Background: an optimization exercise with open tools, aiming at small area and a short achievable clock period. Do not read the settings as production practice. RTL that was checked went through simulation tests only; none was proved equivalent to the original. The clock input has no modelled driver; a real chip could not lean on it and would need a root buffer or a full tree. Power and IR drop assume default switching activity.

## run A
// mac_unit
module mac_unit(input clk,en,clr,
                input [15:0]a,b,
                output [39:0]c);
For scale: roughly 1,100 cells after synthesis, ~190 flip-flops, ~12,000 sq um of cells after synthesis.
clock: 13.5 ns
lec_check: 0
cap_margin: 20
core_margin: 2
core_utilization: 40
slew_margin: 20
synth_hierarchical: 1
synth_minimum_keep_size: 0
standard.sh (not shown) runs the stock make flow with config.mk's settings and CLKGATE_MAP_FILE= SYNTH_SCRIPT=/design/flow/synth_recipe.tcl, a recipe that flattens the netlist after the stock synthesis.
==> flow/flow/run.sh <==
#!/bin/bash
# The standard layout (standard.sh), with these changes:
#  - every port gets a buf_1 buffer (ORFS's buffer_ports with -buffer_cell);
#  - after CTS (flow/clocktree.tcl) the clock tree is rebuilt as two balanced
#    levels of inverters (4 inv_8 on the clock port, 8 inv_16 driving the flip-flops);
#  - setup repair aims for 9.70 ns of slack at the design's clock period, and
#    does not remove buffers (so every port keeps its buffer).
# ORFS writes each step's full log under orfs/logs/; make's own output goes to standard.log.
export BUFFER_PORTS_ARGS="-buffer_cell sky130_fd_sc_hd__buf_1"
export PRE_RESIZE_TCL=$PWD/flow/sizes.tcl
export POST_CTS_TCL=$PWD/flow/clocktree.tcl
export SETUP_SLACK_MARGIN=9.70
export SKIP_BUFFER_REMOVAL=1
bash standard.sh > standard.log 2>&1
Other scripts of this flow, unchanged in this note and not shown: flow/flow/clocktree.tcl, flow/flow/sizes.tcl
Setup changes, run A to run B
diff --git a/flow/design.v b/flow/design.v
--- a/flow/design.v
+++ b/flow/design.v
@@ -20,25 +20,20 @@
 module xnor2(input a,b, output y);
 assign y=~(a^b);
 endmodule
 module or2(input a,b, output y);
 assign y=a|b;
 endmodule
 module mux2_1(input h,s,e1,e0,
               output d);
 assign d=(e1&s)|(e0&h);
 endmodule
-module acc_ctl(input en,clr,
-               output e1,e0);
-assign e1=en&~clr;
-assign e0=~(en|clr);
-endmodule
 module mul_16x16(input clk,
                  input [15:0]a,
                  input [15:0]b,
                  output [31:0]c);
 reg [15:0]ra,rb;
 reg [55:0]s2;      
 reg [31:0]p3,p4;
 wire pn0_0 = ~(ra[0] & rb[0]);    
 wire pn0_1 = ~(ra[0] & rb[1]);    
 wire pn0_2 = ~(ra[0] & rb[2]);    
@@ -1079,32 +1074,27 @@
 wire pp69 = p0[32] & pp38;
 wire gg70 = g0[34] | (p0[34] & gg52);
 wire pp70 = p0[34] & pp52;
 wire gg71 = g0[36] | (p0[36] & gg44);
 wire pp71 = p0[36] & pp44;
 wire gg72 = g0[38] | (p0[38] & gg53);
 wire pp72 = p0[38] & pp53;
 wire [39:0]cy={gg72, gg53, gg71, gg44, gg70, gg52, gg69, gg38, gg68, gg51, gg67, gg43, gg66, gg50, gg65, gg39, gg64, gg49, gg63, gg42, gg62, gg48, gg61, gg36, gg60, gg47, gg59, gg41, gg58, gg46, gg57, gg31, gg56, gg45, gg55, gg21, gg54, gg1, g0[0], 1'b0};
 wire [39:0]sum=p0^cy;
 wire [39:0]d;
-wire [3:0]e1,e0;     
+wire e1=en&~clr;     
+wire e0=~(en|clr);   
 genvar i;
 generate
- for (i=0;i<4;i=i+1)
-  begin : ctl
-   acc_ctl k(en,clr,e1[i],e0[i]);
-  end
-endgenerate
-generate
  for (i=0;i<40;i=i+1)
   begin : sel
-   mux2_1 m(acc[i],sum[i],e1[i/10],e0[i/10],d[i]);
+   mux2_1 m(acc[i],sum[i],e1,e0,d[i]);
   end
 endgenerate
 always @(posedge clk)
   acc <= d;
 assign c = acc;
 endmodule
 module mac_unit(input clk,en,clr,
                 input [15:0]a,b,
                 output [39:0]c);
 wire [31:0]temp1;
==> run notes <==
- Of run A and run B, the run reporting the higher all-layer global routing usage was run B.
- Run B vs run A — number of nets produced by synthesis dropped slightly
- Sort run A and run B by area added between synthesis and finish desc -> top: run B
- Run B vs. run A: pin slew with the least headroom to its limit dropped 4.0 ps; total power consumption of the routed design comparable.
- Between run B and run A, the multi-input gate share of the layout cell area figures differ only marginally.
The RTL of run A was laid out without a check of its function. In every run of this note, the design's own scripts or RTL, not TritonCTS, make the clock network.

==> static timing again, ports no longer ideal <==
How much do the figures lean on ideal ports? The routed layouts below were timed once more, with nothing changed but the port constraints.
Step 1 (the two cells are an assumption about what drives the block):
set clk [get_ports {clk}]
set_driving_cell -lib_cell sky130_fd_sc_hd__clkbuf_16 $clk
set_driving_cell -lib_cell sky130_fd_sc_hd__buf_2 [delete_from_list [all_inputs] $clk]
Step 2 adds t to the input delays and takes it off the output delays; t is the mean of the earliest and latest rising clock arrival at the registers after step 1. Input paths then give back, and output paths get back, about the clock's delay inside the block.
Three values: ideal ports, drivers, drivers and shift; two values: the first two.
run	t (ns)	slack for setup (ns)	hold slack, ns
run A	0.279	9.923 / 9.952 / 9.759	0.323 / 0.323 / 0.323
run B	0.272	9.927 / 9.974 / 9.776	0.319 / 0.319 / 0.319
After both steps every run listed still meets setup and hold. The setup slack of run A, which loses most, moves by +0.029 ns with the drivers and by -0.164 ns with both steps.
